This design comes from an exercise in tuning for small area, a short achievable clock period and few clock cycles per item on the open sky130 flow, not from production work.
In this exercise RTL edits were held to simulation tests only and were not proved equivalent to the original.

--- flow/constraint.sdc ---
create_clock -name core_clock -period 7.5 [get_ports {clk}]
set_input_delay 1.5000 -clock core_clock [delete_from_list [all_inputs] [get_ports {clk}]]
set_output_delay 1.5000 -clock core_clock [all_outputs]
set_load 0.01 [all_outputs]
--- flow/design.v ---
module FA (input a, input b, input c, output s, output co);
    assign s = a ^ b ^ c;
    assign co = (a & b) | (c & (a ^ b));
endmodule
module HA (input a, input b, output s, output co);
    assign s = a ^ b;
    assign co = a & b;
endmodule
module GPI (input a, input b, output ng, output np);
    assign ng = ~(a & b);
    assign np = ~(a | b);
endmodule
module MGI (input gh, input ph, input gl, input pl, output g, output p);
    assign g = ~(gh & (ph | gl));
    assign p = ~(ph | pl);
endmodule
module MGP (input gh, input ph, input gl, input pl, output g, output p);
    assign g = ~(gh | (ph & gl));
    assign p = ~(ph & pl);
endmodule
module INV2 (input g, input p, output gn, output pn);
    assign gn = ~g;
    assign pn = ~p;
endmodule
module CSEL (input s, input a, input b, output y);
    assign y = s ? a : b;
endmodule
module CrossProduct (input [10:0] ax,
                     input [10:0] ay,
                     input [10:0] bx,
                     input [10:0] by,
                     input [9:0] nax,
                     input [9:0] nby,
                     output pos);
    wire [9:0] na = nax, nb = nby, mc = ay[9:0], md = bx[9:0];
    wire n1 = ax[10] ^ by[10];    
    wire n2 = ay[10] ^ bx[10];    
    wire x, pa, pb;
    assign pa = n1 ? (n2 & ~x) : (n2 | x);
    assign pb = n1 ? (n2 & x) : (n2 | ~x);
    wire p1, q2, p3, q4, p5, q6, p7, q8, p9, q10, p11, q12, p13, q14, p15, q16;
    wire p17, q18, p19, q20, p21, q22, p23, q24, p25, q26, p27, q28, p29, q30, p31, q32;
    wire p33, q34, p35, q36, p37, q38, p39, q40, p41, q42, p43, q44, p45, q46, p47, q48;
    wire p49, q50, p51, q52, p53, q54, p55, q56, p57, q58, p59, q60, p61, q62, p63, q64;
    wire p65, q66, p67, q68, p69, q70, p71, q72, p73, q74, p75, q76, p77, q78, p79, q80;
    wire p81, q82, p83, q84, p85, q86, p87, q88, p89, q90, p91, q92, p93, q94, p95, q96;
    wire p97, q98, p99, q100, p101, q102, p103, q104, p105, q106, p107, q108, p109, q110, p111, q112;
    wire p113, q114, p115, q116, p117, q118, p119, q120, p121, q122, p123, q124, p125, q126, p127, q128;
    wire p129, q130, p131, q132, p133, q134, p135, q136, p137, q138, p139, q140, p141, q142, p143, q144;
    wire p145, q146, p147, q148, p149, q150, p151, q152, p153, q154, p155, q156, p157, q158, p159, q160;
    wire p161, q162, p163, q164, p165, q166, p167, q168, p169, q170, p171, q172, p173, q174, p175, q176;
    wire p177, q178, p179, q180, p181, q182, p183, q184, p185, q186, p187, q188, p189, q190, p191, q192;
    wire p193, q194, p195, q196, p197, q198, p199, q200, s201, c202, s203, c204, s205, c206, s207, c208;
    wire s209, c210, s211, c212, s213, c214, s215, c216, s217, c218, s219, c220, s221, c222, s223, c224;
    wire s225, c226, s227, c228, s229, c230, s231, c232, s233, c234, s235, c236, s237, c238, s239, c240;
    wire s241, c242, s243, c244, s245, c246, s247, c248, s249, c250, s251, c252, s253, c254, s255, c256;
    wire s257, c258, s259, c260, s261, c262, s263, c264, s265, c266, s267, c268, s269, c270, s271, c272;
    wire s273, c274, s275, c276, s277, c278, s279, c280, s281, c282, s283, c284, s285, c286, s287, c288;
    wire s289, c290, s291, c292, s293, c294, s295, c296, s297, c298, s299, c300, s301, c302, s303, c304;
    wire s305, c306, s307, c308, s309, c310, s311, c312, s313, c314, s315, c316, s317, c318, s319, c320;
    wire s321, c322, s323, c324, s325, c326, s327, c328, s329, c330, s331, c332, s333, c334, s335, c336;
    wire s337, c338, s339, c340, s341, c342, s343, c344, s345, c346, s347, c348, s349, c350, s351, c352;
    wire s353, c354, s355, c356, s357, c358, s359, c360, s361, c362, s363, c364, s365, c366, s367, c368;
    wire s369, c370, s371, c372, s373, c374, s375, c376, s377, c378, s379, c380, s381, c382, s383, c384;
    wire s385, c386, s387, c388, s389, c390, s391, c392, s393, c394, s395, c396, s397, c398, s399, c400;
    wire s401, c402, s403, c404, s405, c406, s407, c408, s409, c410, s411, c412, s413, c414, s415, c416;
    wire s417, c418, s419, c420, s421, c422, s423, c424, s425, c426, s427, c428, s429, c430, s431, c432;
    wire s433, c434, s435, c436, s437, c438, s439, c440, s441, c442, s443, c444, s445, c446, s447, c448;
    wire s449, c450, s451, c452, s453, c454, s455, c456, s457, c458, s459, c460, s461, c462, s463, c464;
    wire s465, c466, s467, c468, s469, c470, s471, c472, s473, c474, s475, c476, s477, c478, s479, c480;
    wire s481, c482, s483, c484, s485, c486, s487, c488, s489, c490, s491, c492, s493, c494, s495, c496;
    wire s497, c498, s499, c500, s501, c502, s503, c504, s505, c506, s507, c508, s509, c510, s511, c512;
    wire s513, c514, s515, c516, s517, c518, s519, c520, s521, c522, s523, c524, s525, c526, s527, c528;
    wire s529, c530, s531, c532, s533, c534, s535, c536, s537, c538, s539, c540, s541, c542, s543, c544;
    wire s545, c546, s547, c548, s549, c550, s551, c552, s553, c554, s555, c556, s557, c558, s559, c560;
    wire s561, c562, s563, c564, g565, t566, g567, t568, g569, t570, g571, t572, g573, t574, g575, t576;
    wire g577, t578, g579, t580, g581, t582, g583, t584, g585, t586, g587, t588, g589, t590, g591, t592;
    wire g593, t594, g595, t596, g597, t598, g599, t600, g601, t602, g603, t604, G605, P606, G607, P608;
    wire G609, P610, G611, P612, G613, P614, G615, P616, G617, P618, G619, P620, G621, P622, G623, P624;
    wire G625, P626, G627, P628, G629, P630, G631, P632, G633, P634, G635, P636, G637, P638, G639, P640;
    wire G641, P642, G643, P644, G645, P646;
    assign p1 = ~(na[0] | nb[0]);
    assign q2 = ~(mc[0] & md[0]);
    assign p3 = ~(na[0] | nb[1]);
    assign q4 = ~(mc[0] & md[1]);
    assign p5 = ~(na[0] | nb[2]);
    assign q6 = ~(mc[0] & md[2]);
    assign p7 = ~(na[0] | nb[3]);
    assign q8 = ~(mc[0] & md[3]);
    assign p9 = ~(na[0] | nb[4]);
    assign q10 = ~(mc[0] & md[4]);
    assign p11 = ~(na[0] | nb[5]);
    assign q12 = ~(mc[0] & md[5]);
    assign p13 = ~(na[0] | nb[6]);
    assign q14 = ~(mc[0] & md[6]);
    assign p15 = ~(na[0] | nb[7]);
    assign q16 = ~(mc[0] & md[7]);
    assign p17 = ~(na[0] | nb[8]);
    assign q18 = ~(mc[0] & md[8]);
    assign p19 = ~(na[0] | nb[9]);
    assign q20 = ~(mc[0] & md[9]);
    assign p21 = ~(na[1] | nb[0]);
    assign q22 = ~(mc[1] & md[0]);
    assign p23 = ~(na[1] | nb[1]);
    assign q24 = ~(mc[1] & md[1]);
    assign p25 = ~(na[1] | nb[2]);
    assign q26 = ~(mc[1] & md[2]);
    assign p27 = ~(na[1] | nb[3]);
    assign q28 = ~(mc[1] & md[3]);
    assign p29 = ~(na[1] | nb[4]);
    assign q30 = ~(mc[1] & md[4]);
    assign p31 = ~(na[1] | nb[5]);
    assign q32 = ~(mc[1] & md[5]);
    assign p33 = ~(na[1] | nb[6]);
    assign q34 = ~(mc[1] & md[6]);
    assign p35 = ~(na[1] | nb[7]);
    assign q36 = ~(mc[1] & md[7]);
    assign p37 = ~(na[1] | nb[8]);
    assign q38 = ~(mc[1] & md[8]);
    assign p39 = ~(na[1] | nb[9]);
    assign q40 = ~(mc[1] & md[9]);
    assign p41 = ~(na[2] | nb[0]);
    assign q42 = ~(mc[2] & md[0]);
    assign p43 = ~(na[2] | nb[1]);
    assign q44 = ~(mc[2] & md[1]);
    assign p45 = ~(na[2] | nb[2]);
    assign q46 = ~(mc[2] & md[2]);
    assign p47 = ~(na[2] | nb[3]);
    assign q48 = ~(mc[2] & md[3]);
    assign p49 = ~(na[2] | nb[4]);
    assign q50 = ~(mc[2] & md[4]);
    assign p51 = ~(na[2] | nb[5]);
    assign q52 = ~(mc[2] & md[5]);
    assign p53 = ~(na[2] | nb[6]);
    assign q54 = ~(mc[2] & md[6]);
    assign p55 = ~(na[2] | nb[7]);
    assign q56 = ~(mc[2] & md[7]);
    assign p57 = ~(na[2] | nb[8]);
    assign q58 = ~(mc[2] & md[8]);
    assign p59 = ~(na[2] | nb[9]);
    assign q60 = ~(mc[2] & md[9]);
    assign p61 = ~(na[3] | nb[0]);
    assign q62 = ~(mc[3] & md[0]);
    assign p63 = ~(na[3] | nb[1]);
    assign q64 = ~(mc[3] & md[1]);
    assign p65 = ~(na[3] | nb[2]);
    assign q66 = ~(mc[3] & md[2]);
    assign p67 = ~(na[3] | nb[3]);
    assign q68 = ~(mc[3] & md[3]);
    assign p69 = ~(na[3] | nb[4]);
    assign q70 = ~(mc[3] & md[4]);
    assign p71 = ~(na[3] | nb[5]);
    assign q72 = ~(mc[3] & md[5]);
    assign p73 = ~(na[3] | nb[6]);
    assign q74 = ~(mc[3] & md[6]);
    assign p75 = ~(na[3] | nb[7]);
    assign q76 = ~(mc[3] & md[7]);
    assign p77 = ~(na[3] | nb[8]);
    assign q78 = ~(mc[3] & md[8]);
    assign p79 = ~(na[3] | nb[9]);
    assign q80 = ~(mc[3] & md[9]);
    assign p81 = ~(na[4] | nb[0]);
    assign q82 = ~(mc[4] & md[0]);
    assign p83 = ~(na[4] | nb[1]);
    assign q84 = ~(mc[4] & md[1]);
    assign p85 = ~(na[4] | nb[2]);
    assign q86 = ~(mc[4] & md[2]);
    assign p87 = ~(na[4] | nb[3]);
    assign q88 = ~(mc[4] & md[3]);
    assign p89 = ~(na[4] | nb[4]);
    assign q90 = ~(mc[4] & md[4]);
    assign p91 = ~(na[4] | nb[5]);
    assign q92 = ~(mc[4] & md[5]);
    assign p93 = ~(na[4] | nb[6]);
    assign q94 = ~(mc[4] & md[6]);
    assign p95 = ~(na[4] | nb[7]);
    assign q96 = ~(mc[4] & md[7]);
    assign p97 = ~(na[4] | nb[8]);
    assign q98 = ~(mc[4] & md[8]);
    assign p99 = ~(na[4] | nb[9]);
    assign q100 = ~(mc[4] & md[9]);
    assign p101 = ~(na[5] | nb[0]);
    assign q102 = ~(mc[5] & md[0]);
    assign p103 = ~(na[5] | nb[1]);
    assign q104 = ~(mc[5] & md[1]);
    assign p105 = ~(na[5] | nb[2]);
    assign q106 = ~(mc[5] & md[2]);
    assign p107 = ~(na[5] | nb[3]);
    assign q108 = ~(mc[5] & md[3]);
    assign p109 = ~(na[5] | nb[4]);
    assign q110 = ~(mc[5] & md[4]);
    assign p111 = ~(na[5] | nb[5]);
    assign q112 = ~(mc[5] & md[5]);
    assign p113 = ~(na[5] | nb[6]);
    assign q114 = ~(mc[5] & md[6]);
    assign p115 = ~(na[5] | nb[7]);
    assign q116 = ~(mc[5] & md[7]);
    assign p117 = ~(na[5] | nb[8]);
    assign q118 = ~(mc[5] & md[8]);
    assign p119 = ~(na[5] | nb[9]);
    assign q120 = ~(mc[5] & md[9]);
    assign p121 = ~(na[6] | nb[0]);
    assign q122 = ~(mc[6] & md[0]);
    assign p123 = ~(na[6] | nb[1]);
    assign q124 = ~(mc[6] & md[1]);
    assign p125 = ~(na[6] | nb[2]);
    assign q126 = ~(mc[6] & md[2]);
    assign p127 = ~(na[6] | nb[3]);
    assign q128 = ~(mc[6] & md[3]);
    assign p129 = ~(na[6] | nb[4]);
    assign q130 = ~(mc[6] & md[4]);
    assign p131 = ~(na[6] | nb[5]);
    assign q132 = ~(mc[6] & md[5]);
    assign p133 = ~(na[6] | nb[6]);
    assign q134 = ~(mc[6] & md[6]);
    assign p135 = ~(na[6] | nb[7]);
    assign q136 = ~(mc[6] & md[7]);
    assign p137 = ~(na[6] | nb[8]);
    assign q138 = ~(mc[6] & md[8]);
    assign p139 = ~(na[6] | nb[9]);
    assign q140 = ~(mc[6] & md[9]);
    assign p141 = ~(na[7] | nb[0]);
    assign q142 = ~(mc[7] & md[0]);
    assign p143 = ~(na[7] | nb[1]);
    assign q144 = ~(mc[7] & md[1]);
    assign p145 = ~(na[7] | nb[2]);
    assign q146 = ~(mc[7] & md[2]);
    assign p147 = ~(na[7] | nb[3]);
    assign q148 = ~(mc[7] & md[3]);
    assign p149 = ~(na[7] | nb[4]);
    assign q150 = ~(mc[7] & md[4]);
    assign p151 = ~(na[7] | nb[5]);
    assign q152 = ~(mc[7] & md[5]);
    assign p153 = ~(na[7] | nb[6]);
    assign q154 = ~(mc[7] & md[6]);
    assign p155 = ~(na[7] | nb[7]);
    assign q156 = ~(mc[7] & md[7]);
    assign p157 = ~(na[7] | nb[8]);
    assign q158 = ~(mc[7] & md[8]);
    assign p159 = ~(na[7] | nb[9]);
    assign q160 = ~(mc[7] & md[9]);
    assign p161 = ~(na[8] | nb[0]);
    assign q162 = ~(mc[8] & md[0]);
    assign p163 = ~(na[8] | nb[1]);
    assign q164 = ~(mc[8] & md[1]);
    assign p165 = ~(na[8] | nb[2]);
    assign q166 = ~(mc[8] & md[2]);
    assign p167 = ~(na[8] | nb[3]);
    assign q168 = ~(mc[8] & md[3]);
    assign p169 = ~(na[8] | nb[4]);
    assign q170 = ~(mc[8] & md[4]);
    assign p171 = ~(na[8] | nb[5]);
    assign q172 = ~(mc[8] & md[5]);
    assign p173 = ~(na[8] | nb[6]);
    assign q174 = ~(mc[8] & md[6]);
    assign p175 = ~(na[8] | nb[7]);
    assign q176 = ~(mc[8] & md[7]);
    assign p177 = ~(na[8] | nb[8]);
    assign q178 = ~(mc[8] & md[8]);
    assign p179 = ~(na[8] | nb[9]);
    assign q180 = ~(mc[8] & md[9]);
    assign p181 = ~(na[9] | nb[0]);
    assign q182 = ~(mc[9] & md[0]);
    assign p183 = ~(na[9] | nb[1]);
    assign q184 = ~(mc[9] & md[1]);
    assign p185 = ~(na[9] | nb[2]);
    assign q186 = ~(mc[9] & md[2]);
    assign p187 = ~(na[9] | nb[3]);
    assign q188 = ~(mc[9] & md[3]);
    assign p189 = ~(na[9] | nb[4]);
    assign q190 = ~(mc[9] & md[4]);
    assign p191 = ~(na[9] | nb[5]);
    assign q192 = ~(mc[9] & md[5]);
    assign p193 = ~(na[9] | nb[6]);
    assign q194 = ~(mc[9] & md[6]);
    assign p195 = ~(na[9] | nb[7]);
    assign q196 = ~(mc[9] & md[7]);
    assign p197 = ~(na[9] | nb[8]);
    assign q198 = ~(mc[9] & md[8]);
    assign p199 = ~(na[9] | nb[9]);
    assign q200 = ~(mc[9] & md[9]);
    assign s201 = ~(q20 ^ q38);
    assign c202 = q20 | q38;
    assign s203 = ~q40;
    assign c204 = q40;
    assign s205 = ~(q14 ^ q32);
    assign c206 = q14 | q32;
    assign s207 = ~(q16 ^ q34);
    assign c208 = q16 | q34;
    FA fs209 (.a(q52), .b(q70), .c(q88), .s(s209), .co(c210));
    HA hs211 (.a(q106), .b(q124), .s(s211), .co(c212));
    assign s213 = ~(q18 ^ q36);
    assign c214 = q18 | q36;
    FA fs215 (.a(q54), .b(q72), .c(q90), .s(s215), .co(c216));
    FA fs217 (.a(q108), .b(q126), .c(q144), .s(s217), .co(c218));
    FA fs219 (.a(q162), .b(p17), .c(p35), .s(s219), .co(c220));
    HA hs221 (.a(p53), .b(p71), .s(s221), .co(c222));
    FA fs223 (.a(q56), .b(q74), .c(q92), .s(s223), .co(c224));
    FA fs225 (.a(q110), .b(q128), .c(q146), .s(s225), .co(c226));
    FA fs227 (.a(q164), .b(q182), .c(p19), .s(s227), .co(c228));
    FA fs229 (.a(p37), .b(p55), .c(p73), .s(s229), .co(c230));
    FA fs231 (.a(p91), .b(p109), .c(p127), .s(s231), .co(c232));
    HA hs233 (.a(p145), .b(p163), .s(s233), .co(c234));
    FA fs235 (.a(q58), .b(q76), .c(q94), .s(s235), .co(c236));
    FA fs237 (.a(q112), .b(q130), .c(q148), .s(s237), .co(c238));
    FA fs239 (.a(q166), .b(q184), .c(p39), .s(s239), .co(c240));
    FA fs241 (.a(p57), .b(p75), .c(p93), .s(s241), .co(c242));
    FA fs243 (.a(p111), .b(p129), .c(p147), .s(s243), .co(c244));
    FA fs245 (.a(p165), .b(p183), .c(s203), .s(s245), .co(c246));
    FA fs247 (.a(q60), .b(q78), .c(q96), .s(s247), .co(c248));
    FA fs249 (.a(q114), .b(q132), .c(q150), .s(s249), .co(c250));
    FA fs251 (.a(q168), .b(q186), .c(p59), .s(s251), .co(c252));
    FA fs253 (.a(p77), .b(p95), .c(p113), .s(s253), .co(c254));
    FA fs255 (.a(p131), .b(p149), .c(p167), .s(s255), .co(c256));
    FA fs257 (.a(q80), .b(q98), .c(q116), .s(s257), .co(c258));
    FA fs259 (.a(q134), .b(q152), .c(q170), .s(s259), .co(c260));
    FA fs261 (.a(q188), .b(p79), .c(p97), .s(s261), .co(c262));
    FA fs263 (.a(q100), .b(q118), .c(q136), .s(s263), .co(c264));
    assign s265 = ~(q10 ^ q28);
    assign c266 = q10 | q28;
    assign s267 = ~(q12 ^ q30);
    assign c268 = q12 | q30;
    FA fs269 (.a(q48), .b(q66), .c(q84), .s(s269), .co(c270));
    HA hs271 (.a(q102), .b(p11), .s(s271), .co(c272));
    FA fs273 (.a(q50), .b(q68), .c(q86), .s(s273), .co(c274));
    FA fs275 (.a(q104), .b(q122), .c(p13), .s(s275), .co(c276));
    FA fs277 (.a(p31), .b(p49), .c(p67), .s(s277), .co(c278));
    HA hs279 (.a(p85), .b(p103), .s(s279), .co(c280));
    FA fs281 (.a(q142), .b(p15), .c(p33), .s(s281), .co(c282));
    FA fs283 (.a(p51), .b(p69), .c(p87), .s(s283), .co(c284));
    FA fs285 (.a(p105), .b(p123), .c(p141), .s(s285), .co(c286));
    FA fs287 (.a(s211), .b(c206), .c(s207), .s(s287), .co(c288));
    FA fs289 (.a(p89), .b(p107), .c(p125), .s(s289), .co(c290));
    FA fs291 (.a(p143), .b(p161), .c(c212), .s(s291), .co(c292));
    FA fs293 (.a(c208), .b(c210), .c(s221), .s(s293), .co(c294));
    FA fs295 (.a(s213), .b(s215), .c(s217), .s(s295), .co(c296));
    FA fs297 (.a(p181), .b(c222), .c(c214), .s(s297), .co(c298));
    FA fs299 (.a(c216), .b(c218), .c(s233), .s(s299), .co(c300));
    FA fs301 (.a(s223), .b(s225), .c(s201), .s(s301), .co(c302));
    FA fs303 (.a(c220), .b(s227), .c(s229), .s(s303), .co(c304));
    FA fs305 (.a(c234), .b(c202), .c(c224), .s(s305), .co(c306));
    FA fs307 (.a(c226), .b(s235), .c(s237), .s(s307), .co(c308));
    FA fs309 (.a(c228), .b(c230), .c(c232), .s(s309), .co(c310));
    FA fs311 (.a(s239), .b(s241), .c(s243), .s(s311), .co(c312));
    FA fs313 (.a(p185), .b(c204), .c(c236), .s(s313), .co(c314));
    FA fs315 (.a(c238), .b(s247), .c(s249), .s(s315), .co(c316));
    FA fs317 (.a(c240), .b(c242), .c(c244), .s(s317), .co(c318));
    FA fs319 (.a(s251), .b(s253), .c(s255), .s(s319), .co(c320));
    FA fs321 (.a(p115), .b(p133), .c(p151), .s(s321), .co(c322));
    FA fs323 (.a(p169), .b(p187), .c(c248), .s(s323), .co(c324));
    FA fs325 (.a(c250), .b(s257), .c(s259), .s(s325), .co(c326));
    FA fs327 (.a(c252), .b(c254), .c(c256), .s(s327), .co(c328));
    FA fs329 (.a(q154), .b(q172), .c(q190), .s(s329), .co(c330));
    FA fs331 (.a(p99), .b(p117), .c(p135), .s(s331), .co(c332));
    FA fs333 (.a(p153), .b(p171), .c(p189), .s(s333), .co(c334));
    FA fs335 (.a(c258), .b(c260), .c(s263), .s(s335), .co(c336));
    FA fs337 (.a(q120), .b(q138), .c(q156), .s(s337), .co(c338));
    FA fs339 (.a(q174), .b(q192), .c(p119), .s(s339), .co(c340));
    FA fs341 (.a(p137), .b(p155), .c(p173), .s(s341), .co(c342));
    FA fs343 (.a(q140), .b(q158), .c(q176), .s(s343), .co(c344));
    assign s345 = ~q6;
    assign c346 = q6;
    assign s347 = ~(q8 ^ q26);
    assign c348 = q8 | q26;
    FA fs349 (.a(q44), .b(q62), .c(p7), .s(s349), .co(c350));
    FA fs351 (.a(q46), .b(q64), .c(q82), .s(s351), .co(c352));
    FA fs353 (.a(p9), .b(p27), .c(p45), .s(s353), .co(c354));
    HA hs355 (.a(p63), .b(p81), .s(s355), .co(c356));
    FA fs357 (.a(p29), .b(p47), .c(p65), .s(s357), .co(c358));
    FA fs359 (.a(p83), .b(p101), .c(c266), .s(s359), .co(c360));
    FA fs361 (.a(s271), .b(s267), .c(s269), .s(s361), .co(c362));
    FA fs363 (.a(p121), .b(c272), .c(c268), .s(s363), .co(c364));
    FA fs365 (.a(c270), .b(s279), .c(s273), .s(s365), .co(c366));
    FA fs367 (.a(s205), .b(s275), .c(s277), .s(s367), .co(c368));
    FA fs369 (.a(c280), .b(c274), .c(s209), .s(s369), .co(c370));
    FA fs371 (.a(c276), .b(c278), .c(s281), .s(s371), .co(c372));
    FA fs373 (.a(s283), .b(s285), .c(s287), .s(s373), .co(c374));
    FA fs375 (.a(c282), .b(c284), .c(c286), .s(s375), .co(c376));
    FA fs377 (.a(s289), .b(s219), .c(s291), .s(s377), .co(c378));
    FA fs379 (.a(c288), .b(s293), .c(s295), .s(s379), .co(c380));
    FA fs381 (.a(c290), .b(s231), .c(c292), .s(s381), .co(c382));
    FA fs383 (.a(c294), .b(s297), .c(c296), .s(s383), .co(c384));
    FA fs385 (.a(s299), .b(s301), .c(s303), .s(s385), .co(c386));
    FA fs387 (.a(s245), .b(c298), .c(c300), .s(s387), .co(c388));
    FA fs389 (.a(s305), .b(c302), .c(s307), .s(s389), .co(c390));
    FA fs391 (.a(s309), .b(c304), .c(s311), .s(s391), .co(c392));
    FA fs393 (.a(c246), .b(c306), .c(s313), .s(s393), .co(c394));
    FA fs395 (.a(c308), .b(c310), .c(s315), .s(s395), .co(c396));
    FA fs397 (.a(s317), .b(c312), .c(s319), .s(s397), .co(c398));
    FA fs399 (.a(s321), .b(s261), .c(c314), .s(s399), .co(c400));
    FA fs401 (.a(s323), .b(c316), .c(c318), .s(s401), .co(c402));
    FA fs403 (.a(s325), .b(s327), .c(c320), .s(s403), .co(c404));
    FA fs405 (.a(s329), .b(c262), .c(c322), .s(s405), .co(c406));
    FA fs407 (.a(s331), .b(s333), .c(c324), .s(s407), .co(c408));
    FA fs409 (.a(c326), .b(c328), .c(s335), .s(s409), .co(c410));
    FA fs411 (.a(p191), .b(c264), .c(c330), .s(s411), .co(c412));
    FA fs413 (.a(s337), .b(c332), .c(c334), .s(s413), .co(c414));
    FA fs415 (.a(s339), .b(s341), .c(c336), .s(s415), .co(c416));
    FA fs417 (.a(q194), .b(p139), .c(p157), .s(s417), .co(c418));
    FA fs419 (.a(p175), .b(p193), .c(c338), .s(s419), .co(c420));
    FA fs421 (.a(s343), .b(c340), .c(c342), .s(s421), .co(c422));
    FA fs423 (.a(q160), .b(q178), .c(q196), .s(s423), .co(c424));
    FA fs425 (.a(p159), .b(p177), .c(p195), .s(s425), .co(c426));
    assign s427 = ~q4;
    assign c428 = q4;
    FA fs429 (.a(q24), .b(q42), .c(p5), .s(s429), .co(c430));
    HA hs431 (.a(p23), .b(p41), .s(s431), .co(c432));
    FA fs433 (.a(p25), .b(p43), .c(p61), .s(s433), .co(c434));
    FA fs435 (.a(c346), .b(s347), .c(s349), .s(s435), .co(c436));
    FA fs437 (.a(c348), .b(s355), .c(s351), .s(s437), .co(c438));
    FA fs439 (.a(s265), .b(c350), .c(s353), .s(s439), .co(c440));
    FA fs441 (.a(c356), .b(c352), .c(c354), .s(s441), .co(c442));
    FA fs443 (.a(s357), .b(s359), .c(s361), .s(s443), .co(c444));
    FA fs445 (.a(c358), .b(c360), .c(s363), .s(s445), .co(c446));
    FA fs447 (.a(c362), .b(s365), .c(s367), .s(s447), .co(c448));
    FA fs449 (.a(c364), .b(c366), .c(s369), .s(s449), .co(c450));
    FA fs451 (.a(c368), .b(s371), .c(s373), .s(s451), .co(c452));
    FA fs453 (.a(c370), .b(s375), .c(c372), .s(s453), .co(c454));
    FA fs455 (.a(s377), .b(c374), .c(s379), .s(s455), .co(c456));
    FA fs457 (.a(c376), .b(s381), .c(c378), .s(s457), .co(c458));
    FA fs459 (.a(s383), .b(c380), .c(s385), .s(s459), .co(c460));
    FA fs461 (.a(c382), .b(c384), .c(s387), .s(s461), .co(c462));
    FA fs463 (.a(s389), .b(c386), .c(s391), .s(s463), .co(c464));
    FA fs465 (.a(c388), .b(s393), .c(c390), .s(s465), .co(c466));
    FA fs467 (.a(s395), .b(c392), .c(s397), .s(s467), .co(c468));
    FA fs469 (.a(s399), .b(c394), .c(c396), .s(s469), .co(c470));
    FA fs471 (.a(s401), .b(s403), .c(c398), .s(s471), .co(c472));
    FA fs473 (.a(s405), .b(c400), .c(s407), .s(s473), .co(c474));
    FA fs475 (.a(c402), .b(c404), .c(s409), .s(s475), .co(c476));
    FA fs477 (.a(s411), .b(c406), .c(s413), .s(s477), .co(c478));
    FA fs479 (.a(c408), .b(s415), .c(c410), .s(s479), .co(c480));
    FA fs481 (.a(s417), .b(c412), .c(s419), .s(s481), .co(c482));
    FA fs483 (.a(c414), .b(s421), .c(c416), .s(s483), .co(c484));
    FA fs485 (.a(c344), .b(s423), .c(c418), .s(s485), .co(c486));
    FA fs487 (.a(s425), .b(c420), .c(c422), .s(s487), .co(c488));
    FA fs489 (.a(q180), .b(q198), .c(p179), .s(s489), .co(c490));
    FA fs491 (.a(p197), .b(c424), .c(c426), .s(s491), .co(c492));
    HA hs493 (.a(q22), .b(p3), .s(s493), .co(c494));
    FA fs495 (.a(c428), .b(s345), .c(s431), .s(s495), .co(c496));
    FA fs497 (.a(c432), .b(c430), .c(s433), .s(s497), .co(c498));
    FA fs499 (.a(c434), .b(s437), .c(c436), .s(s499), .co(c500));
    FA fs501 (.a(c438), .b(s441), .c(c440), .s(s501), .co(c502));
    FA fs503 (.a(c442), .b(s445), .c(c444), .s(s503), .co(c504));
    FA fs505 (.a(c446), .b(s449), .c(c448), .s(s505), .co(c506));
    FA fs507 (.a(c450), .b(s453), .c(c452), .s(s507), .co(c508));
    FA fs509 (.a(c454), .b(s457), .c(c456), .s(s509), .co(c510));
    FA fs511 (.a(c458), .b(s461), .c(c460), .s(s511), .co(c512));
    FA fs513 (.a(c462), .b(s465), .c(c464), .s(s513), .co(c514));
    FA fs515 (.a(c466), .b(s469), .c(s471), .s(s515), .co(c516));
    FA fs517 (.a(s473), .b(c470), .c(c472), .s(s517), .co(c518));
    FA fs519 (.a(s477), .b(c474), .c(s479), .s(s519), .co(c520));
    FA fs521 (.a(s481), .b(c478), .c(s483), .s(s521), .co(c522));
    FA fs523 (.a(s485), .b(c482), .c(s487), .s(s523), .co(c524));
    FA fs525 (.a(s489), .b(c486), .c(s491), .s(s525), .co(c526));
    FA fs527 (.a(q200), .b(p199), .c(c490), .s(s527), .co(c528));
    HA hs529 (.a(p21), .b(s427), .s(s529), .co(c530));
    FA fs531 (.a(c494), .b(s429), .c(s495), .s(s531), .co(c532));
    FA fs533 (.a(c496), .b(s497), .c(s435), .s(s533), .co(c534));
    FA fs535 (.a(c498), .b(s439), .c(s499), .s(s535), .co(c536));
    FA fs537 (.a(c500), .b(s443), .c(s501), .s(s537), .co(c538));
    FA fs539 (.a(c502), .b(s447), .c(s503), .s(s539), .co(c540));
    FA fs541 (.a(c504), .b(s451), .c(s505), .s(s541), .co(c542));
    FA fs543 (.a(c506), .b(s455), .c(s507), .s(s543), .co(c544));
    FA fs545 (.a(s459), .b(c508), .c(s509), .s(s545), .co(c546));
    FA fs547 (.a(s463), .b(c510), .c(s511), .s(s547), .co(c548));
    FA fs549 (.a(s467), .b(c512), .c(s513), .s(s549), .co(c550));
    FA fs551 (.a(c468), .b(c514), .c(s515), .s(s551), .co(c552));
    FA fs553 (.a(s475), .b(s517), .c(c516), .s(s553), .co(c554));
    FA fs555 (.a(c476), .b(c518), .c(s519), .s(s555), .co(c556));
    FA fs557 (.a(c480), .b(s521), .c(c520), .s(s557), .co(c558));
    FA fs559 (.a(c484), .b(s523), .c(c522), .s(s559), .co(c560));
    FA fs561 (.a(c488), .b(s525), .c(c524), .s(s561), .co(c562));
    FA fs563 (.a(c492), .b(s527), .c(c526), .s(s563), .co(c564));
    GPI ug565 (.a(q2), .b(p1), .ng(g565), .np(t566));
    GPI ug567 (.a(s493), .b(s529), .ng(g567), .np(t568));
    GPI ug569 (.a(c530), .b(s531), .ng(g569), .np(t570));
    GPI ug571 (.a(c532), .b(s533), .ng(g571), .np(t572));
    GPI ug573 (.a(c534), .b(s535), .ng(g573), .np(t574));
    GPI ug575 (.a(c536), .b(s537), .ng(g575), .np(t576));
    GPI ug577 (.a(c538), .b(s539), .ng(g577), .np(t578));
    GPI ug579 (.a(c540), .b(s541), .ng(g579), .np(t580));
    GPI ug581 (.a(c542), .b(s543), .ng(g581), .np(t582));
    GPI ug583 (.a(c544), .b(s545), .ng(g583), .np(t584));
    GPI ug585 (.a(c546), .b(s547), .ng(g585), .np(t586));
    GPI ug587 (.a(c548), .b(s549), .ng(g587), .np(t588));
    GPI ug589 (.a(c550), .b(s551), .ng(g589), .np(t590));
    GPI ug591 (.a(s553), .b(c552), .ng(g591), .np(t592));
    GPI ug593 (.a(c554), .b(s555), .ng(g593), .np(t594));
    GPI ug595 (.a(s557), .b(c556), .ng(g595), .np(t596));
    GPI ug597 (.a(s559), .b(c558), .ng(g597), .np(t598));
    GPI ug599 (.a(s561), .b(c560), .ng(g599), .np(t600));
    GPI ug601 (.a(s563), .b(c562), .ng(g601), .np(t602));
    GPI ug603 (.a(c528), .b(c564), .ng(g603), .np(t604));
    MGI mG605 (.gh(g603), .ph(t604), .gl(g601), .pl(t602), .g(G605), .p(P606));
    MGI mG607 (.gh(g599), .ph(t600), .gl(g597), .pl(t598), .g(G607), .p(P608));
    MGI mG609 (.gh(g595), .ph(t596), .gl(g593), .pl(t594), .g(G609), .p(P610));
    MGI mG611 (.gh(g591), .ph(t592), .gl(g589), .pl(t590), .g(G611), .p(P612));
    MGI mG613 (.gh(g587), .ph(t588), .gl(g585), .pl(t586), .g(G613), .p(P614));
    MGI mG615 (.gh(g583), .ph(t584), .gl(g581), .pl(t582), .g(G615), .p(P616));
    MGI mG617 (.gh(g579), .ph(t580), .gl(g577), .pl(t578), .g(G617), .p(P618));
    MGI mG619 (.gh(g575), .ph(t576), .gl(g573), .pl(t574), .g(G619), .p(P620));
    MGI mG621 (.gh(g571), .ph(t572), .gl(g569), .pl(t570), .g(G621), .p(P622));
    MGI mG623 (.gh(g567), .ph(t568), .gl(g565), .pl(t566), .g(G623), .p(P624));
    MGP mG625 (.gh(G605), .ph(P606), .gl(G607), .pl(P608), .g(G625), .p(P626));
    MGP mG627 (.gh(G609), .ph(P610), .gl(G611), .pl(P612), .g(G627), .p(P628));
    MGP mG629 (.gh(G613), .ph(P614), .gl(G615), .pl(P616), .g(G629), .p(P630));
    MGP mG631 (.gh(G617), .ph(P618), .gl(G619), .pl(P620), .g(G631), .p(P632));
    MGP mG633 (.gh(G621), .ph(P622), .gl(G623), .pl(P624), .g(G633), .p(P634));
    MGI mG635 (.gh(G625), .ph(P626), .gl(G627), .pl(P628), .g(G635), .p(P636));
    MGI mG637 (.gh(G629), .ph(P630), .gl(G631), .pl(P632), .g(G637), .p(P638));
    INV2 iG639 (.g(G633), .p(P634), .gn(G639), .pn(P640));
    MGP mG641 (.gh(G635), .ph(P636), .gl(G637), .pl(P638), .g(G641), .p(P642));
    INV2 iG643 (.g(G639), .p(P640), .gn(G643), .pn(P644));
    MGI mG645 (.gh(G641), .ph(P642), .gl(G643), .pl(P644), .g(G645), .p(P646));
    assign x = 1'b1;
    CSEL usel (.s(G645), .a(pa), .b(pb), .y(pos));
endmodule
module geofence (clk,
                 reset,
                 X,
                 Y,
                 valid,
                 is_inside);
    input clk;
    input reset;
    input [9:0] X;
    input [9:0] Y;
    output valid;
    output is_inside;
    reg [3:0] cnt;
    reg [9:0] px, py;
    reg [10:0] ux, uy, sx, sy, ex, ey;    
    reg ins, vld;
    wire cs, ce;
    wire [9:0] nsx = ~sx[9:0], nex = ~ex[9:0], nuy = ~uy[9:0];
    CrossProduct C0 (.ax(sx), .ay(sy), .bx(ux), .by(uy), .nax(nsx), .nby(nuy), .pos(cs));
    CrossProduct C1 (.ax(ex), .ay(ey), .bx(ux), .by(uy), .nax(nex), .nby(nuy), .pos(ce));
    assign valid = vld;
    assign is_inside = ins;
    always @(posedge clk or posedge reset) begin
        if (reset) begin
            cnt <= 4'd0;
            vld <= 1'b0;
        end else begin
            cnt <= (cnt == 4'd8) ? 4'd0 : cnt + 4'd1;
            vld <= (cnt == 4'd7);
        end
    end
    wire [10:0] dx = {1'b0, X} - {1'b0, px};
    wire [10:0] dy = {1'b0, Y} - {1'b0, py};
    wire [9:0] lx, ly;    
    assign lx[0] = 1'b0;
    assign ly[0] = 1'b0;
    genvar j;
    generate
        for (j = 1; j < 10; j = j + 1) begin : neg
            assign lx[j] = lx[j-1] | dx[j-1];
            assign ly[j] = ly[j-1] | dy[j-1];
        end
    endgenerate
    wire [9:0] mx = dx[9:0] ^ ({10{dx[10]}} & lx);
    wire [9:0] my = dy[9:0] ^ ({10{dy[10]}} & ly);
    wire place = cnt >= 4'd3 && cnt <= 4'd7;
    always @(posedge clk) begin
        if (cnt == 4'd0) begin
            px <= X;
            py <= Y;
        end
        ux <= {dx[10], mx};
        uy <= {dy[10], my};
        if (cnt == 4'd2 || (place && !cs && !ce)) begin
            sx <= ux;
            sy <= uy;
        end
        if (cnt == 4'd2 || (place && cs && ce)) begin
            ex <= ux;
            ey <= uy;
        end
        if (cnt == 4'd2)
            ins <= 1'b0;
        else if (place && !cs && ce)
            ins <= 1'b1;
    end
endmodule
--- flow/run.sh ---
#!/bin/bash
# synth_recipe.tcl (not shown) runs the flow's synth.tcl, then flattens the netlist and writes it again
# the make line also repeats each setting of config.mk as NAME=value (left out here)
make -C /OpenROAD-flow-scripts/flow DESIGN_CONFIG=/design/flow/config.mk WORK_HOME=/design/flow/orfs CLKGATE_MAP_FILE= SYNTH_SCRIPT=/design/flow/synth_recipe.tcl finish
--- flow/config.mk ---
export PLATFORM = sky130hd
export DESIGN_NAME = geofence
export DESIGN_NICKNAME = geofence
export VERILOG_FILES = /design/flow/design.v
export SDC_FILE = /design/flow/constraint.sdc
export NUM_CORES = 4
export LEC_CHECK = 0
export CAP_MARGIN = 20
export CORE_MARGIN = 2
export CORE_UTILIZATION = 40
export CTS_BUF_LIST = sky130_fd_sc_hd__clkbuf_4 sky130_fd_sc_hd__clkbuf_8
export SETUP_SLACK_MARGIN = 2.5
export SLEW_MARGIN = 20
export SYNTH_HIERARCHICAL = 1
export SYNTH_MINIMUM_KEEP_SIZE = 0
==> impl_metrics.toml, run 1 <==
[global_routing]
grt_pass1_wl_um = 61700
grt_pass1_vias = 11100
gr-total-overflow = 0
grt_max_degree = 23
track_usage_pct = 22.5
antenna_found_initial = 2

[worst_setup_path]
reg2reg_from = "uy[3]"
cp.arrival_ps = 5610
cp.required_ps = 7650
path_max_fanout = 11
rr_endpoint = "ey[5]"
critical_path_class = "register to register"
start_kind = "register"
end_kind = "register"
reg2reg_slack_ps = 2040
reg2reg_depth = 20

[sta]
hold_viol = 0
finalCritPeriodShare_pct = 72.9
finalClockSkew_ps = 16.7
period_needed_ps = 5460
fmax_mhz = 183
slew_headroom_pct = 56.2
drv_slew = 0
rsz0062_at_grt = "yes"
setup_viol = 0
worst_slew_pin_slew_ps = 657
final.setup.tns_ps = 0

[yosys]
syn_area_per_cell_um2 = 10.3
syn_nets = 1763
netlist_instances = 1358
yosysWarnings = 7
syn-cell-area_um2 = 14100

[layout]
nNetsFinal = 1901
drive_above_1_share_pct = 27.2
area_growth_pct = 19.9
final_util_pct = 48.8
diodes = 0
finalNonFillerCells = 1956

[routing]
wirelength_um = 38400
ant_nets = 0
drt_pass1_iterations = 7
wl_per_cell_um = 19.6
vias = 10100
dr.first_iter.drc_count = 822
viasPerCell = 5.14
drc = 0

[cts]
clock_sinks = 92
clockBufferDepth = 2
cts_buffers = 9
tritoncts = "built"
clk_latency_ps = 390
cts_root_buf = "clkbuf_8"
clk_transition_reported_paths_ps = 110
cts.htree.levels = 3

[floorplan]
die_w_um = 191
io-pin-count = 24
rows = 68
initial_core_util_pct = 40.7
die-area_um2 = 36600
core_um2 = 34500
fp.dieH_um = 191

[min_path]
hold_path_end = "cnt[0]"
min_path_type = "register to register"
hp-start = "cnt[0]"
min_path_cells = 1

[place]
place_hpwl_um = 25700
port_buffers = 23
gp_congestion = 0.837
place_inst = 1760

[job]
maxCapViolations = 0

[status]
status = "finished clean"
[critical path, stage by stage (launching register included)]
cell,delay (ps)
dfxtp_4,400
clkinvlp_4,120
buf_4,170
nor2_4,100
fa_1,460
fa_2,410
fa_1,490
fa_1,520
fa_2,440
fa_1,520
nor2_1,50
nor2_1,100
nand2_1,100
nor2_4,130
nand2_1,80
o21ai_2,180
mux2_4,340
o211ai_1,170
buf_4,190
a21oi_4,60
buf_12,190
[cells in the final DEF, fill, tap and decap left out, types with 22 or more instances in the layout]
cell and n:
nor2_2 30, and2_1 34, buf_12 22, o21ai_2 27
buf_4 135, nand2_1 228, nor2_1 240, ha_1 55
fa_1 297, clkdlybuf4s50_1 23, edfxtp_1 64, inv_1 68
clkinvlp_4 33, fa_2 31
[sequential cells by signal (all words and copies together) (netlist names)]
signal  flops
sx         11
sy         11
uy         11
py         10
ex         11
ey         11
px         10
vld         1
ux         11
cnt         4
ins         1
[per-layer routing]
| metal | share of wire (%) | wire [µm] | GRT usage [%] | vias to the layer above |
|---|---|---|---|---|
| li1 | - | - | - | 4449 |
| met1 | 41 | 15600 | 29.3 | 5145 |
| met2 | 48 | 18500 | 37.2 | 402 |
| met3 | 7.8 | 3000 | 5.87 | 64 |
| met4 | 3.1 | 1190 | 6.15 | 0 |
| met5 | 0 | 0 | 0 | - |
[worst max path at each step]
stage               start      to  slack [ps]  cells past startpoint
finish              uy[3]   ey[5]        2040                     20
global route        sx[3]  sx[10]        1930                     18
CTS                 uy[3]   ey[5]        2130                     19
detailed placement  uy[5]   ex[8]        1500                     17
global placement    uy[8]   ex[7]        1590                     18
floorplan           ux[8]   ex[0]        2440                     17
[final cells by class]
cell class | instances | area, µm²
Fill cell | 3125 | 17700
Multi-Input combinational cell | 1092 | 11100
Sequential cell | 92 | 2570
Timing Repair Buffer | 196 | 1880
Tap cell | 455 | 569
Inverter | 97 | 462
Clock buffer | 9 | 124
Clock inverter | 7 | 56.3
Timing Repair inverter | 8 | 55.1
[what timing repair did]
item	4_1_cts	5_1_grt
hold buffers	0	0
pin swaps	12	32
cloned	12	0
setup buffers	134	34
endpoints found under the setup margin	45	45
resized for setup	81	53
[stage by stage]
step,hold slack (ps),area [µm²],setup WS [ps]
5_1_grt,512,16800,1930
3_3_place_gp,429,14600,1590
6_report,490,16800,2040
4_1_cts,490,16400,2130
3_5_place_dp,437,14600,1500
2_1_floorplan,426,14400,2440
Testbench counts, summed over its fixed seeds: cycles 28,800, tests 3,200.
==> inputs of run 2 (changes only) <==
--- a/flow/config.mk
+++ b/flow/config.mk
@@ -10,5 +10,5 @@
 export CORE_UTILIZATION = 40
 export CTS_BUF_LIST = sky130_fd_sc_hd__clkbuf_4 sky130_fd_sc_hd__clkbuf_8
-export SETUP_SLACK_MARGIN = 2.5
+export SETUP_SLACK_MARGIN = 2.0
 export SLEW_MARGIN = 20
 export SYNTH_HIERARCHICAL = 1
==> run 2 against run 1 <==
Net effect:
- maximum frequency fell by 2.2%
- first-iteration DRC count is 36% lower
- register-to-register slack worse by 120 ps
- highest routed layer unchanged
- final cell count fell by 2.6%
- count of clock-buffer cells in the layout unchanged
- via count down 2.6%
- worst setup slack got worse by 120 ps
- routed wire length decreased by 9.0%
- critical endpoint is now sy[1]
- still clean on timing, DRC and antenna
- global-route usage down 2.3 points
- cell area fell by 4.1%
==> impl_metrics.toml, run 2 <==
[yosys]
syn-cell-area_um2 = 14100
yosysWarnings = 7
netlist_instances = 1358
syn_area_per_cell_um2 = 10.3
syn_nets = 1763

[min_path]
min_path_type = "register to register"
hold_path_end = "sy[8]"
hp-start = "uy[8]"
min_path_cells = 0

[routing]
viasPerCell = 5.14
ant_nets = 0
drc = 0
dr.first_iter.drc_count = 525
drt_pass1_iterations = 5
wirelength_um = 34900
wl_per_cell_um = 18.3
vias = 9799

[place]
port_buffers = 23
dp_slack_ps = 1250
place_inst = 1776
gp_congestion = 0.847
place_hpwl_um = 25800

[floorplan]
die-area_um2 = 36600
io-pin-count = 24
initial_core_util_pct = 40.7
rows = 68
fp.dieH_um = 191
die_w_um = 191
core_um2 = 34500

[layout]
nNetsFinal = 1850
final_common_cell = "fa_1"
diodes = 0
finalNonFillerCells = 1905
layout_common_cells = "fa_1, nor2_1, nand2_1"
area_growth_pct = 15.0
final_util_pct = 46.8
drive_above_1_share_pct = 21.4

[cts]
clk_transition_reported_paths_ps = 90
clk_latency_ps = 370
tritoncts = "built"
cts.htree.levels = 3
cts_root_buf = "clkbuf_8"
cts_buffers = 9
holdBufCountCts = 0
clockBufferDepth = 2
clock_sinks = 92

[sta]
fmax_mhz = 179
drv_slew = 0
hold_ws_ps = 468
finalClockSkew_ps = 16.1
hold_viol = 0
fin_ws_ps = 1910
rsz0062_at_grt = "yes"
setup_viol = 0
worst_slew_pin_slew_ps = 485
slew_headroom_pct = 67.5
period_needed_ps = 5590
finalCritPeriodShare_pct = 74.5
final.setup.tns_ps = 0

[worst_setup_path]
reg2reg_from = "uy[5]"
path_max_fanout = 6
reg2reg_slack_ps = 1910
end_kind = "register"
cp.arrival_ps = 5670
rr_endpoint = "sy[1]"
start_kind = "register"
critical_path_class = "register to register"
reg2reg_depth = 20
cp.required_ps = 7580

[job]
maxCapViolations = 0

[status]
status = "finished clean"

[global_routing]
track_usage_pct = 20.2
grt_pass1_vias = 10800
antenna_found_initial = 0
gr-total-overflow = 0
grt_max_degree = 23
grt_pass1_wl_um = 56900
## run 2: changes by cell type in the layout (fill, tap and decap cells not counted), moves of 8 or more
| cell | delta |
|---|---|
| buf_12 | -16 |
| buf_4 | -31 |
| fa_1 | +22 |
| fa_2 | -22 |
| nor2_1 | +15 |
| nor2_4 | -8 |
## run 2: how the worst max path moves through the flow
| stage | start | to | slack [ps] | depth (start not counted) |
|---|---|---|---|---|
| final | uy[5] | sy[1] | 1910 | 20 |
| after CTS | uy[5] | ey[9] | 2000 | 20 |
| after global placement | ux[6] | sy[0] | 1310 | 17 |
| after floorplan | ux[9] | ex[0] | 2120 | 17 |
| after global routing | uy[5] | sy[1] | 1760 | 18 |
| after detailed placement | ux[6] | sy[0] | 1250 | 17 |
## run 2: critical path, cell delays in order, from the launching register on
cell and delay, ps:
dfxtp_4 380, clkinvlp_4 140, buf_8 180, buf_4 140, buf_4 150, nor2_1 110, ha_1 260, fa_1 480
fa_1 520, fa_1 400, fa_1 450, fa_1 510, nor2_1 70, nor2_1 170, nand2_2 90, nor2_2 80
nand2_1 70, o21ai_2 210, mux2_4 350, nor3_4 310, a21o_4 230
## run 2: stage by stage
step | area, µm²
2_1_floorplan | 14100
3_5_place_dp | 14600
4_1_cts | 15500
6_report | 16200
3_3_place_gp | 14600
5_1_grt | 16200
## run 2: repair_timing
item                       CTS  global route
gates resized for setup     64            77
gates cloned                 2             4
setup buffers               68            39
pin swaps                    7            27
setup endpoints to repair   45            45
## run 2: cell type report
type                       count  area, µm²
clock inverter                 7       75.1
clock buffer                   9        124
timing repair buffer         154       1410
sequential                    92       2560
tap                          455        569
inverter                      97        465
fill                        3279      18400
multi-input combinational   1091      11000
## run 2: metal layers
metal / vias to the layer above / global-route usage (%) / share of wire (%)
met5: - / 0 / 0
met4: 0 / 6.45 / 2.2
met3: 55 / 3.38 / 6.6
met2: 341 / 33.4 / 50
met1: 5063 / 27.1 / 41
li1: 4340 / - / -
==> inputs of run 3 (changes only) <==
--- a/flow/config.mk
+++ b/flow/config.mk
@@ -10,5 +10,5 @@
 export CORE_UTILIZATION = 40
 export CTS_BUF_LIST = sky130_fd_sc_hd__clkbuf_4 sky130_fd_sc_hd__clkbuf_8
-export SETUP_SLACK_MARGIN = 2.0
+export SETUP_SLACK_MARGIN = 1.0
 export SLEW_MARGIN = 20
 export SYNTH_HIERARCHICAL = 1
==> run 3 against run 2 <==
Net effect:
- still clean on timing, DRC and antenna
- non-clock buffer count fell by 112
- via count is 7.2% lower
- routed wire length shrank 9.8%
- final cell count shrank 6.0%
- synthesized area unchanged
- highest routed layer unchanged
==> impl_metrics.toml, run 3 <==
[global_routing]
track_usage_pct = 18.9
gr-total-overflow = 0
grt_pass1_wl_um = 53300
antenna_found_initial = 0
grt_pass1_vias = 10100
grt_max_degree = 23

[worst_setup_path]
reg2reg_from = "uy[7]"
cp_num_cells = 19
rr_endpoint = "sy[0]"
cp_num_buf_inv = 3
start_kind = "register"
path_cells = "inv_1 -> buf_4 -> nor2_1 -> fa_1 -> fa_1 -> fa_1 -> fa_1 -> fa_1 -> fa_1 -> nor2_1 -> nor2_1 -> nand2_1 -> nor2_1 -> nand2_1 -> o21ai_2 -> mux2_4 -> nor3_1 -> a21o_1 -> buf_4"
reg2reg_depth = 19
cp_slowest_cell = "fa_1"
reg2reg_slack_ps = 1330
critical-path-top-delay-family = "adder cells"
cp_common_cell = "fa_1"
cp.required_ps = 7540
cpPeakStageDelay_ps = 540
path_max_fanout = 22
critical_path_class = "register to register"
end_kind = "register"
cp.arrival_ps = 6210

[place]
dp_slack_ps = 1200
port_buffers = 23
gp_congestion = 0.815
place_hpwl_um = 25300

[sta]
finalCritPeriodShare_pct = 82.3
setup_viol = 0
final.setup.tns_ps = 0
slew_headroom_pct = 37.0
rsz0062_at_grt = "no"
fmax_mhz = 162
worst_slew_pin_slew_ps = 944
fin_ws_ps = 1330
drv_slew = 0
period_needed_ps = 6170
finalClockSkew_ps = 14.4
hold_viol = 0

[yosys]
netlist_instances = 1358
syn-cell-area_um2 = 14100
syn_nets = 1763
syn_area_per_cell_um2 = 10.3
yosysWarnings = 7

[min_path]
min_path_cells = 0
min_path_type = "register to register"
hold_path_end = "ey[9]"
hp-start = "uy[9]"

[cts]
cts.htree.levels = 3
cts_buffers = 9
cts_root_buf = "clkbuf_8"
clk_transition_reported_paths_ps = 90
tritoncts = "built"
clockBufferDepth = 2
clk_latency_ps = 370
clock_sinks = 92

[routing]
ant_nets = 0
dr.first_iter.drc_count = 694
drc = 0
wl_per_cell_um = 17.6
viasPerCell = 5.08
vias = 9092
drt_pass1_iterations = 5
wirelength_um = 31500

[layout]
area_growth_pct = 5.24
drive_above_1_share_pct = 8.61
final_common_cell = "fa_1"
diodes = 0
layout_common_cells = "fa_1, nor2_1, nand2_1"
nNetsFinal = 1735

[floorplan]
fp.dieH_um = 191
core_um2 = 34500
rows = 68
die-area_um2 = 36600
io-pin-count = 24
initial_core_util_pct = 40.7
die_w_um = 191

[status]
status = "finished clean"

[job]
maxCapViolations = 0
[run 3: cell types whose count changed in the layout (fill, tap and decap cells not counted), moves of 6 or more]
cell / delta
nor2_2: -23
buf_4: -85
fa_1: +9
dfxtp_4: -13
inv_1: +26
clkinvlp_4: -25
buf_6: -15
dfxtp_1: +10
fa_2: -9
nor2_1: +30
buf_12: -6
nor2_4: -7
[run 3: area by class of cell]
class	count	area (µm²)
timing repair buffer	42	373
tap	455	569
sequential	92	2510
clock inverter	6	92.6
multi-input combinational	1088	10700
fill	3334	19800
clock buffer	10	138
inverter	97	368
[run 3: routing by layer]
metal	vias to the layer above	routed length, µm	track usage, %
li1	4096	-	-
met1	4651	13300	25.8
met2	322	15600	32.4
met3	23	2230	2.74
met4	0	332	3.43
met5	-	0	0
[run 3: worst max-delay path by stage]
stage,endpoint,slack [ps],startpoint
finish,sy[0],1330,uy[7]
global route,sy[6],1010,uy[4]
CTS,sx[3],1180,ux[4]
detailed placement,sx[1],1200,ux[4]
global placement,sx[5],1280,ux[7]
floorplan,ex[0],1650,ux[9]
[run 3: what timing repair did]
action                                  in CTS  in global routing
hold buffers                                 0                  0
resized for setup                            0                  6
setup buffers                                0                  0
hold endpoints to repair                     0                  0
endpoints found under the setup margin       0                 44
[run 3: through the flow]
stage	instances	hold WS (ps)	utilization, %	instance area, µm²
3_5_place_dp	1774	440	42.1	14500
2_1_floorplan	1358	426	-	14100
3_3_place_gp	1774	428	42.1	14500
6_report	1790	466	42.8	14800
4_1_cts	1790	460	42.8	14800
5_1_grt	1790	478	42.8	14800
==> inputs of run 4 (changes only) <==
--- a/flow/config.mk
+++ b/flow/config.mk
@@ -10,5 +10,5 @@
 export CORE_UTILIZATION = 40
 export CTS_BUF_LIST = sky130_fd_sc_hd__clkbuf_4 sky130_fd_sc_hd__clkbuf_8
-export SETUP_SLACK_MARGIN = 1.0
+export SETUP_SLACK_MARGIN = 1.75
 export SLEW_MARGIN = 20
 export SYNTH_HIERARCHICAL = 1
==> run 4 against run 3 <==
Net effect:
- synthesized area is the same
- still clean
- first-iteration DRC count fell by 19%
- routed wire length grew 6.7%
- final cell count rose by 4.0%
- clock skew about the same
- non-clock buffer count rose by 69
==> impl_metrics.toml, run 4 <==
[status]
status = "finished clean"

[min_path]
min_path_type = "register to register"
min_path_cells = 0

[floorplan]
fp.dieH_um = 191
initial_core_util_pct = 40.7
io-pin-count = 24
die-area_um2 = 36600
rows = 68
core_um2 = 34500
die_w_um = 191

[global_routing]
track_usage_pct = 19.5
grt_pass1_vias = 10500
grt_max_degree = 23
gr-total-overflow = 0
grt_pass1_wl_um = 54800
antenna_found_initial = 0

[worst_setup_path]
path_cells = "buf_4 -> nand2_1 -> fa_1 -> fa_1 -> fa_1 -> fa_1 -> fa_1 -> fa_1 -> nor2_1 -> nor2_1 -> nand2_1 -> nor2_2 -> nand2_1 -> o21ai_4 -> mux2_4 -> nor3_4 -> a21o_4 -> clkbuf_16"
critical-path-top-delay-family = "adder cells"
reg2reg_depth = 18
reg2reg_from = "sy[6]"
crit_start = "sy[6]"
cpPeakStageDelay_ps = 570
cp.required_ps = 7590
cp_common_cell = "fa_1"
reg2reg_slack_ps = 1920
path_max_fanout = 6
cp_num_cells = 18
endpoint = "sy[10]"
start_kind = "register"
cp_slowest_cell = "fa_1"
cp.arrival_ps = 5670
cp_num_buf_inv = 2
end_kind = "register"
rr_endpoint = "sy[10]"
critical_path_class = "register to register"

[sta]
slew_headroom_pct = 66.0
final.setup.tns_ps = 0
finalClockSkew_ps = 14.7
hold_viol = 0
setup_viol = 0
fmax_mhz = 179
period_needed_ps = 5580
hold_ws_ps = 482
drv_slew = 0
fin_ws_ps = 1920
rsz0062_at_grt = "yes"
worst_slew_pin_slew_ps = 506
finalCritPeriodShare_pct = 74.4

[routing]
wirelength_um = 33600
ant_nets = 0
drt_pass1_iterations = 5
dr.first_iter.drc_count = 560
drc = 0
viasPerCell = 5.15
wl_per_cell_um = 18.1
vias = 9578

[yosys]
syn-cell-area_um2 = 14100
syn_area_per_cell_um2 = 10.3
netlist_instances = 1358
syn_nets = 1763
yosysWarnings = 7

[layout]
drive_above_1_share_pct = 16.4
diodes = 0
layout_common_cells = "fa_1, nor2_1, nand2_1"
final_common_cell = "fa_1"
area_growth_pct = 11.6
nNetsFinal = 1806

[cts]
clk_transition_reported_paths_ps = 90
holdBufCountCts = 0
tritoncts = "built"
cts.htree.levels = 3
clockBufferDepth = 2
cts_root_buf = "clkbuf_8"
cts_buffers = 9
clock_sinks = 92
clk_latency_ps = 370

[place]
dp_slack_ps = 1240
place_hpwl_um = 25700
port_buffers = 23
gp_congestion = 0.809

[job]
maxCapViolations = 0
run 4: cell count changes in the layout (fill, tap and decap cells not counted), moves of 2 or more:
cell / previous run / this run
buf_4: 19 / 69
clkinvlp_4: 3 / 22
inv_1: 94 / 75
nor2_1: 285 / 274
nor2_2: 0 / 11
buf_12: 0 / 10
dfxtp_1: 18 / 8
dfxtp_4: 0 / 10
buf_6: 0 / 6
clkbuf_16: 0 / 2
fa_1: 328 / 326
fa_2: 0 / 2
run 4: repair_timing:
item | CTS | global route
endpoints found under the setup margin | 45 | 44
resized for setup | 38 | 49
buffers inserted | 22 | 44
endpoints found under the hold margin | 0 | 0
pin swaps | 0 | 5
cloned | 2 | 3
run 4: routing by layer:
metal,vias to the layer above,share of wire [%],GRT usage [%]
li1,4245,-,-
met1,4950,42,25.5
met4,0,2.5,5.53
met5,-,0,0
met3,50,6.6,3.87
met2,333,49,32.9
run 4: worst min-delay path by stage:
| stage | startpoint | to | slack [ps] |
|---|---|---|---|
| 3_5_place_dp | uy[4] | sy[4] | 440 |
| 3_3_place_gp | uy[4] | sy[4] | 430 |
| 2_1_floorplan | uy[0] | ey[0] | 430 |
| 5_1_grt | uy[9] | ey[9] | 490 |
| 4_1_cts | uy[8] | ey[8] | 480 |
| 6_report | uy[8] | ey[8] | 480 |
run 4: metrics by stage:
stage | instances | util (%) | instance area [µm²]
2_1_floorplan | 1358 | - | 14100
3_3_place_gp | 1774 | 42.1 | 14500
3_5_place_dp | 1774 | 42.1 | 14500
4_1_cts | 1814 | 43.7 | 15100
5_1_grt | 1861 | 45.4 | 15700
6_report | 1861 | 45.4 | 15700
run 4: cell type report:
class	instances	area [µm²]
clock buffers	11	145
clock inverters	5	82.6
fillers	3289	18900
inverters	97	439
multi-input cells	1088	10800
flip-flops and latches	92	2550
well taps	455	569
repair buffers	111	1080
repair inverters	2	15.0
run 4: worst reg2reg max path, stage by stage (launching register included):
cell       delay, ps
edfxtp_1         460
buf_4            180
nand2_1           80
fa_1             570
fa_1             450
fa_1             530
fa_1             540
fa_1             430
fa_1             520
nor2_1            60
nor2_1            80
nand2_1           70
nor2_2           120
nand2_1          100
o21ai_4          230
mux2_4           340
nor3_4           180
a21o_4           190
clkbuf_16        160
==> inputs of run 5 (changes only) <==
--- a/flow/config.mk
+++ b/flow/config.mk
@@ -10,5 +10,5 @@
 export CORE_UTILIZATION = 40
 export CTS_BUF_LIST = sky130_fd_sc_hd__clkbuf_4 sky130_fd_sc_hd__clkbuf_8
-export SETUP_SLACK_MARGIN = 1.75
+export SETUP_SLACK_MARGIN = 1.5
 export SLEW_MARGIN = 20
 export SYNTH_HIERARCHICAL = 1
==> run 5 against run 4 <==
Net effect:
- still clean
- clock skew is 0.77 ps higher
- hold slack better by 10 ps
- final cell count is 2.4% lower
- largest cell class unchanged
==> impl_metrics.toml, run 5 <==
[status]
status = "finished clean"

[min_path]
min_path_cells = 0
hp-start = "uy[7]"
hold_path_end = "ey[7]"
min_path_type = "register to register"

[place]
place_hpwl_um = 25300
gp_congestion = 0.815
dpl_cell_area_um2 = 14500
port_buffers = 23
dp_slack_ps = 1200

[sta]
finalClockSkew_ps = 15.4
final.setup.tns_ps = 0
hold_ws_ps = 492
rsz0062_at_grt = "no"
slew_headroom_pct = 58.4
fin_ws_ps = 1780
drv_slew = 0
finalCritPeriodShare_pct = 76.3
period_needed_ps = 5720
hold_viol = 0
fmax_mhz = 175
worst_slew_pin_slew_ps = 620
setup_viol = 0

[worst_setup_path]
end_kind = "register"
cp.arrival_ps = 5790
rr_endpoint = "sy[0]"
reg2reg_from = "uy[8]"
reg2reg_slack_ps = 1780
path_max_fanout = 22
cp.required_ps = 7560
start_kind = "register"
reg2reg_depth = 19
critical_path_class = "register to register"

[routing]
drt_pass1_iterations = 4
dr.first_iter.drc_count = 603
ant_nets = 0
vias = 9288
wl_per_cell_um = 17.8
wirelength_um = 32300
drc = 0
viasPerCell = 5.11

[layout]
stdcell_area_um2 = 15100
drive_above_1_share_pct = 11.8
diodes = 0
area_growth_pct = 7.36
nNetsFinal = 1762
final_common_cell = "fa_1"
layout_common_cells = "fa_1, nor2_1, nand2_1"

[floorplan]
rows = 68
die-area_um2 = 36600
die_w_um = 191
initial_core_util_pct = 40.7
core_um2 = 34500
io-pin-count = 24
fp.dieH_um = 191

[cts]
cts_root_buf = "clkbuf_8"
clockBufferDepth = 2
cts.htree.levels = 3
clock_sinks = 92
cts_buffers = 9
clk_transition_reported_paths_ps = 90
clk_latency_ps = 370
tritoncts = "built"

[global_routing]
gr-total-overflow = 0
track_usage_pct = 19.2
grt_pass1_wl_um = 53900
grt_pass1_vias = 10200
antenna_found_initial = 0
grt_max_degree = 23

[yosys]
netlist_instances = 1358
yosysWarnings = 7
syn_area_per_cell_um2 = 10.3
syn-cell-area_um2 = 14100
syn_nets = 1763

[job]
maxCapViolations = 0
-- run 5: through the flow --
| step | std cells | util, % |
|---|---|---|
| 3_3_place_gp | 1774 | 42.1 |
| 3_5_place_dp | 1774 | 42.1 |
| 4_1_cts | 1801 | 43.1 |
| 5_1_grt | 1817 | 43.7 |
| 2_1_floorplan | 1358 | - |
| 6_report | 1817 | 43.7 |
-- run 5: how the worst max path moves through the flow --
stage,depth (start not counted),from,end,slack [ps]
after floorplan,17,ux[9],ex[0],1650
after global placement,17,ux[7],sx[5],1280
after detailed placement,17,ux[4],sx[1],1200
after CTS,18,ux[6],sx[3],1500
after global routing,19,uy[8],sy[6],1470
final,19,uy[8],sy[0],1780
-- run 5: layer usage --
| metal | wire length (µm) | GRT usage [%] | vias to the layer above | share of wire, % |
|---|---|---|---|---|
| met5 | 0 | 0 | - | 0 |
| met4 | 618 | 4.14 | 0 | 1.9 |
| met3 | 2220 | 2.88 | 41 | 6.9 |
| met2 | 15800 | 32.5 | 339 | 49 |
| met1 | 13700 | 26.1 | 4757 | 42 |
| li1 | - | - | 4151 | - |
-- run 5: final cells by class --
cell class,count,area (µm²)
fill,3311,19500
multi-input combinational,1088,10800
sequential,92,2530
timing repair buffer,66,581
tap,455,569
inverter,97,405
clock buffer,10,138
clock inverter,6,92.6
timing repair inverter,3,17.5
-- run 5: what timing repair did --
| action | in CTS | in global routing |
|---|---|---|
| buffers inserted | 9 | 15 |
| gates cloned | 2 | 1 |
| hold buffers | 0 | 0 |
| endpoints found under the setup margin | 44 | 44 |
| gates resized for setup | 15 | 20 |
-- run 5: critical path: stages, from the launching register on --
cell,delay (ps)
dfxtp_2,420
clkinvlp_4,230
buf_4,240
nor2_1,190
fa_1,450
fa_1,540
fa_1,430
fa_1,390
fa_1,450
fa_1,520
nor2_1,80
nor2_1,170
nand2_1,120
nor2_2,170
nand2_1,80
o21ai_2,210
mux2_4,340
inv_1,70
a21o_1,130
buf_8,210

-- port drivers added, routing unchanged --
The results above use ideal ports. As a check the final layouts listed here were re-extracted and re-timed, cells and wires unchanged. Step 1, drivers: a clkbuf_16 drives clk and a buf_2 each remaining input, both assumed. Step 2, shift: input delay + t, output delay - t, t = (earliest + latest rising clock arrival at the registers) / 2. This alone moves slack from input paths to output paths. Slacks: no drivers / after step 1 / after step 2; pairs: no drivers / after step 1.
run	t, ns	setup WS [ns]	hold WS [ns]	worst data-port slew with drivers (ns)
run 1	0.419	2.035 / 2.035 / 2.035	0.490 / 0.490 / 0.490	0.04
run 2	0.397	1.915 / 1.915 / 1.915	0.468 / 0.468 / 0.468	0.04
run 3	0.399	1.328 / 1.328 / 1.328	0.466 / 0.466 / 0.466	0.03
run 4	0.403	1.922 / 1.922 / 1.922	0.482 / 0.482 / 0.482	0.03
run 5	0.402	1.775 / 1.775 / 1.775	0.492 / 0.492 / 0.492	0.03
After both steps setup and hold are still met in every run listed.
